What follows belongs to an exercise in optimizing a design on an open flow for small area and a short achievable clock period; a production flow would make more cautious choices. In this exercise RTL edits were held to simulation tests only and were not proved equivalent to the original. Power is estimated from default activity; no workload was simulated.

run A:
// three_stage_mult
module three_stage_mult(input [15:0] a, input [15:0] b, output [31:0] out, input clk);
  reg [15:0] ra;
  reg [17:1] rt;
  reg [7:0] rc1, rc2, rc3;
  reg [31:0] rp;
  reg r2_f374;
  reg r2_f315;
  reg r2_f375;
  reg r2_f319;
  reg r2_f376;
  reg r2_f377;
  reg r2_f323;
  reg r2_f378;
  reg r2_f379;
  reg r2_f327;
  reg r2_f380;
  reg r2_f381;
  reg r2_f331;
  reg r2_f382;
  reg r2_f383;
  reg r2_f335;
  reg r2_f384;
  reg r2_f385;
  reg r2_f339;
  reg r2_f386;
  reg r2_f387;
  reg r2_f343;
  reg r2_f388;
  reg r2_f389;
  reg r2_f347;
  reg r2_f390;
  reg r2_f391;
  reg r2_f348;
  reg r2_f393;
  reg r2_f392;
  reg r2_f352;
  reg r2_f395;
  reg r2_f394;
  reg r2_h406;
  reg r2_f407;
  reg r2_f462;
  reg r2_f416;
  reg r2_f417;
  reg r2_f418;
  reg r2_f419;
  reg r2_f420;
  reg r2_f421;
  reg r2_f422;
  reg r2_f445;
  reg r2_f446;
  reg r2_f447;
  reg r2_f448;
  reg r2_f449;
  reg r2_h624;
  reg r2_h623;
  reg r2_h626;
  reg r2_h625;
  reg r2_h630;
  reg r2_h629;
  reg r2_h628;
  reg r2_h627;
  reg r2_h666;
  reg r2_h665;
  reg r2_m696;
  reg r2_m697;
  reg r2_h668;
  reg r2_h667;
  reg r2_h672;
  reg r2_h671;
  reg r2_h669;
  ...
For scale: ~840 cells after synthesis, about 65 I/O pins, roughly 8600 µm² of cells after synthesis.
export LEC_CHECK = 0
export CAP_MARGIN = 20
export CORE_MARGIN = 2
export CORE_UTILIZATION = 40
export CTS_BUF_LIST = sky130_fd_sc_hd__clkbuf_8
export CTS_CLUSTER_DIAMETER = 100
export CTS_CLUSTER_SIZE = 30
export SETUP_SLACK_MARGIN = 5
export SLEW_MARGIN = 20
export SYNTH_HIERARCHICAL = 1
create_clock -name core_clock -period 8.0 [get_ports {clk}]
standard.sh (not shown) runs the stock make flow with config.mk's settings and CLKGATE_MAP_FILE= SYNTH_SCRIPT=/design/flow/synth_recipe.tcl, a recipe that flattens the netlist after the stock synthesis.
==> flow/flow/run.sh <==
#!/bin/bash
# Own layout flow: the standard synthesis and layout, except that
#  - after synthesis every combinational cell is set to its smallest drive strength
#    (flow/downsize.tcl); timing repair then sizes up the cells that need it,
#  - the port buffers are plain buffers (buffer_ports -buffer_cell) rather than the
#    delay buffers buffer_ports picks by default,
#  - clock tree synthesis adds no dummy loads,
#  - timing repair aims at a larger setup margin.
# Each step's full output goes to its own log in this folder.
set -euo pipefail
bash standard.sh synth > flow_synth.log 2>&1
DOWNSIZE_ODB=orfs/results/sky130hd/three_stage_mult/base/1_synth.odb \
  openroad -no_init -exit flow/downsize.tcl > flow_downsize.log 2>&1
bash standard.sh "BUFFER_PORTS_ARGS=-buffer_cell sky130_fd_sc_hd__buf_1" \
  "CTS_ARGS=-sink_clustering_enable -repair_clock_nets -sink_clustering_size 30 -sink_clustering_max_diameter 100 -buf_list sky130_fd_sc_hd__clkbuf_8 -dont_use_dummy_load" \
  SETUP_SLACK_MARGIN=5.5 finish > flow_layout.log 2>&1
==> flow/flow/downsize.tcl <==
# Replace every combinational cell of the synthesized netlist by the smallest cell of
# the same function (same name up to the drive-strength suffix), keeping flip-flops as
# they are. Timing repair later sizes up the cells on critical paths.
set odb_file $::env(DOWNSIZE_ODB)
read_db $odb_file
set db [ord::get_db]
set block [ord::get_db_block]
# smallest master per base name (area, then the larger drive on a tie)
array set best {}
foreach lib [$db getLibs] {
  foreach m [$lib getMasters] {
    set n [$m getName]
    if {![regexp {^(sky130_fd_sc_hd__[a-z0-9]+)_([0-9]+)$} $n -> base drv]} { continue }
    set a [expr {[$m getWidth] * [$m getHeight]}]
    if {![info exists best($base)]} { set best($base) [list $a $drv $m]; continue }
    lassign $best($base) ba bd bm
    if {$a < $ba || ($a == $ba && $drv > $bd)} { set best($base) [list $a $drv $m] }
  }
}
set n 0
foreach inst [$block getInsts] {
  set m [$inst getMaster]
  set name [$m getName]
  if {![regexp {^(sky130_fd_sc_hd__[a-z0-9]+)_([0-9]+)$} $name -> base drv]} { continue }
  if {[regexp {__(df|dl|sdf|edf|conb|clk|tap|fill|decap|diode)} $name]} { continue }
  set bm [lindex $best($base) 2]
  if {[$bm getName] ne $name && [expr {[$bm getWidth] * [$bm getHeight]}] < [expr {[$m getWidth] * [$m getHeight]}]} {
    if {[$inst swapMaster $bm]} { incr n }
  }
}
puts "downsized $n cells"
write_db $odb_file
Here is what was changed in the inputs of run B compared with run A.
-- flow/flow/run.sh --
<<< run A, line 14
bash standard.sh "BUFFER_PORTS_ARGS=-buffer_cell sky130_fd_sc_hd__buf_1" \
>>> run B, line 14
bash standard.sh "BUFFER_PORTS_ARGS=-buffer_cell sky130_fd_sc_hd__buf_2" \
<<< run A, line 16
  SETUP_SLACK_MARGIN=5.5 finish > flow_layout.log 2>&1
>>> run B, line 16
  SETUP_SLACK_MARGIN=5.45 finish > flow_layout.log 2>&1
--- outcome ---
On post-layout minimum cycle time, run A and run B are basically level.
For run B, the standard cell with the maximum stage delay on the critical path was dfxtp_2, unlike run A, where it was dfxtp_1.
Run B vs run A, end point of the critical path: out[30] vs out[29]
Changes observed in run B relative to run A: final design instance area without fill now smaller; met2 track utilization from global routing held steady; worst setup slack barely changed; sequential power roughly the same.
The utilization of the core after routing reported for run B is smaller than that of run A by 0.73 points.
> inputs changed (run B -> run C)
-- flow/flow/run.sh --
<<< run B, line 16
  SETUP_SLACK_MARGIN=5.45 finish > flow_layout.log 2>&1
>>> run C, line 16
  SETUP_SLACK_MARGIN=5.4 finish > flow_layout.log 2>&1
[summary]
Shortest period the worst path allows essentially unchanged between run C and run B.
In terms of via count, run B and run C differ only marginally.
Any difference in global routing usage on met1 between run C and run B is small enough to ignore.
Comparing run B with run C, the sequential fraction of total cell area came out essentially unchanged.
Run C reports its termination of the worst setup path as out[27] while run B reports out[30].
On highest clock frequency the design can meet, run B and run C are basically level.
From run B to run C the numbers moved as follows: clock-cell share of area has remained practically unchanged, portion of total power attributed to the clock network has decreased, DRC marker count from the first detailed-route iteration has decreased, wire length per cell has decreased, wire length of the first global-routing pass has decreased.

-- afterwards: timing with drivers on the ports --
Ports are ideal in the flow. The routed layouts listed here were re-timed in OpenROAD.
Step 1: set_driving_cell puts a clkbuf_16 on clk and a buf_2 on each other input, an assumption about the parent block.
Step 2 moves the port delays by t, midway between the first and last clock arrival at a register: inputs arrive t later, outputs are due t later. That takes back most of the time a late clock gives input paths.
Three values: no drivers, after step 1, after step 2; two values: the first two.
run | shift t [ns] | setup WS [ns] | worst setup path at the end
run A | 0.478 | 5.500 / 5.459 / 5.111 | input to register
run B | 0.478 | 5.502 / 5.460 / 5.170 | input to register
run C | 0.485 | 5.504 / 5.463 / 5.128 | input to register
After both steps setup and hold are still met in every run listed. For run A, which loses most, drivers alone change the setup slack by -0.041 ns; drivers and shift together by -0.389 ns.
